Background: an optimization exercise with open tools, aiming at a short achievable clock period and few clock cycles. Do not read the settings as production practice. Only simulation tests tie the RTL to the original design; equivalence was not proved. Power is estimated from default activity; no workload was simulated.

== red ==
Design MULTI_CYCLE_PROCESSOR, start of the top module:
module MULTI_CYCLE_PROCESSOR#(parameter INSTRUCTION_LEN = 16, INSTRUCTION_MEM_SIZE = 8, DATA_LEN = 16)(input clk ,input reset, output reg [DATA_LEN-1:0] res,
	output [INSTRUCTION_MEM_SIZE-1:0] imem_addr, input [INSTRUCTION_LEN-1:0] imem_data,
	output [4:0] dmem_addr, input [DATA_LEN-1:0] dmem_rdata, output [DATA_LEN-1:0] dmem_wdata, output dmem_we);
clock: 8.0 ns
lec_check: 0
cap_margin: 20
core_margin: 2
core_utilization: 30
slew_margin: 20
tns_end_percent: 100
standard.sh (not shown) runs the stock make flow with config.mk's settings and CLKGATE_MAP_FILE= SYNTH_SCRIPT=/design/flow/synth_recipe.tcl, a recipe that flattens the netlist after the stock synthesis.
==> flow/flow/run.sh <==
#!/bin/bash
set -euo pipefail
export BUFFER_PORTS_ARGS="-buffer_cell sky130_fd_sc_hd__buf_4"
export SETUP_SLACK_MARGIN=5.5
bash standard.sh > standard.log 2>&1
Testbench counts of red, summed over its fixed seeds: cycles 58,057.
Here is what was changed in the inputs of blue compared with red.
--- a/flow/design.v
+++ b/flow/design.v
@@ -1,13 +1,14 @@
 module MULTI_CYCLE_PROCESSOR#(parameter INSTRUCTION_LEN = 16, INSTRUCTION_MEM_SIZE = 8, DATA_LEN = 16)(input clk ,input reset, output reg [DATA_LEN-1:0] res,
 	output [INSTRUCTION_MEM_SIZE-1:0] imem_addr, input [INSTRUCTION_LEN-1:0] imem_data,
 	output [4:0] dmem_addr, input [DATA_LEN-1:0] dmem_rdata, output [DATA_LEN-1:0] dmem_wdata, output dmem_we);
 	reg [7:0]  pc_f;                  
+	reg [7:0]  pc_o;                  
 	reg        v_e, pred_e;           
 	reg [1:0]  fn_e;
 	reg        sub_e;                 
 	reg        r_e, br_e, ld_e, st_e;
 	reg [3:0]  rd_e, off_e;
 	reg [15:0] wr_e, lw_e;            
 	reg [7:0]  pc_e;
 	reg [15:0] a_e, b_e;              
 	reg        pa_e, pb_e;            
@@ -18,19 +19,19 @@
 	reg        w_pend;                
 	reg [15:0] wr_w;                  
 	reg        m_we;                  
 	reg        m_ld;                  
 	reg [15:0] m_lw;                  
 	reg [3:0]  m_rd;
 	reg [4:0]  m_addr;
 	reg [15:0] m_wdata;
 	reg [15:0] rf [0:15];
-	assign imem_addr  = pc_f;
+	assign imem_addr  = pc_o;
 	assign dmem_addr  = m_addr;
 	assign dmem_wdata = m_wdata;
 	assign dmem_we    = m_we;
 	wire [15:0] a_op = ({16{sa_f}} & fw_p) | ({16{sa_r}} & a_e);
 	wire [15:0] b_op = ({16{sb_p}} & fw_p) | ({16{sb_n}} & fw_n) | ({16{sb_r}} & b_e);
 	wire [15:0] gg = a_op & b_op;
 	wire [15:0] t = a_op | b_op;
 	wire [15:0] p = a_op ^ b_op;
 	wire [15:0] x0 = {gg[15:1], gg[0] | sub_e};
@@ -109,19 +110,19 @@
 	wire ea_f = w_e & (rd_e == f2_f);           
 	wire eb_f = w_e & (rd_e == f3_f);
 	wire la_f = v_e & ld_e & (rd_e == f2_f);    
 	wire lb_f = v_e & ld_e & (rd_e == f3_f);
 	wire stall = la_f | (lb_f & ~st_f);
 	wire [15:0] rv [0:15];
 	genvar g;
 	generate
 		for (g = 0; g < 16; g = g + 1) begin : rvw
-			assign rv[g] = (w_pend & wr_w[g]) ? res : rf[g];
+			assign rv[g] = (w_pend & wr_w[g]) ? fw_p : rf[g];
 		end
 	endgenerate
 	wire ma_f = m_ld & (m_rd == f2_f);
 	wire mb_f = m_ld & (m_rd == f3_f);
 	wire [15:0] ra = ma_f ? dmem_rdata : rv[f2_f];
 	wire [15:0] rb = mb_f ? dmem_rdata : rv[f3_f];
 	wire pred_f = (ins[15:12] == 4'b0101);
 	wire [4:0] lo_m = {1'b0, pc_f[3:0]} - {1'b0, f1_f};
 	wire [3:0] hi_m1 = pc_f[7:4] - 4'd1;
@@ -140,22 +141,24 @@
 			m_ld   <= 1'b0;
 			m_we   <= 1'b0;
 			res    <= 16'd0;
 		end else begin
 			pc_f   <= pc_next;
 			v_e    <= ~stall & ~mispredict;
 			w_pend <= w_e;
 			m_ld   <= v_e & ld_e;
 			m_we   <= v_e & st_e;
-			if (w_e)
-				res <= alu;
-		end
-	end
+			if (w_pend)
+				res <= fw_p;
+		end
+	end
+	always @(posedge clk)
+		pc_o <= reset ? pc_next : 8'd0;
 	integer i;
 	always @(posedge clk) begin
 		fw_p   <= alu;
 		fw_n   <= ~alu;
 		pred_e <= pred_f;
 		fn_e   <= ins[13:12];
 		sub_e  <= sub_f;
 		r_e    <= r_f;
 		br_e   <= br_f;
@@ -182,24 +185,24 @@
 		wr_w   <= wr_e;
 		m_rd   <= rd_e;
 		m_addr  <= maddr;
 		m_wdata <= lb_e ? dmem_rdata : b_op;
 	end
 	always @(posedge clk or negedge reset) begin
 		if (~reset)
 			rf[0] <= 16'd0;
 		else if (w_pend & wr_w[0])
-			rf[0] <= res;
+			rf[0] <= fw_p;
 		else if (m_lw[0])
 			rf[0] <= dmem_rdata;
 	end
 	generate
 		for (g = 1; g < 16; g = g + 1) begin : rfw
 			always @(posedge clk) begin
 				if (w_pend & wr_w[g])
-					rf[g] <= res;
+					rf[g] <= fw_p;
 				else if (m_lw[g])
 					rf[g] <= dmem_rdata;
 			end
 		end
 	endgenerate
 endmodule
### Flow results
- Between blue and red, it is blue whose core utilization is lower, by 0.94 points.
- blue against red: wire length after detailed routing fell 9.9%, total power shrank by 1.9%.
- blue ends up with lower net switching power than red does.
- Detailed route, blue vs red: via total lower for blue
- On blue: pin count of the biggest net entering global routing is 5 higher than what red gave.
- Lower area added between synthesis and finish among red and blue: blue
- Compared to red, blue has wire length of the first global-routing pass 11% lower.
- Comparing red and blue, synthesized area is higher on blue.
- Comparing red and blue, final standard cell area without fillers is lower on blue.
- Comparing red and blue, the higher area fraction of clock buffers and clock inverters is on red.
- Of blue and red, it is blue that has the higher post-route clock period utilization.
Testbench counts of blue, summed over its fixed seeds: cycles 58,057.

static timing again, ports no longer ideal:
The flow's constraints put no driver on any port. The routed layouts listed below were extracted and timed again, unchanged, in two steps. Step 1: set_driving_cell puts a clkbuf_16 on clk and a buf_2 on each other input, an assumption about the parent block. Step 2, shift: input delay + t, output delay - t, t = (earliest + latest rising clock arrival at the registers) / 2. This alone moves slack from input paths to output paths. a / b / c = no drivers / after step 1 / after step 2; a / b = the first two.
run	t, ns	setup WS [ns]	worst slew at a driven data input, ns
red	0.710	5.063 / 4.991 / 4.420	0.14
blue	0.676	5.023 / 5.025 / 4.349	0.10
After both steps every run listed still meets setup and hold. The setup slack of blue, which loses most, moves by +0.002 ns with the drivers and by -0.674 ns with both steps.
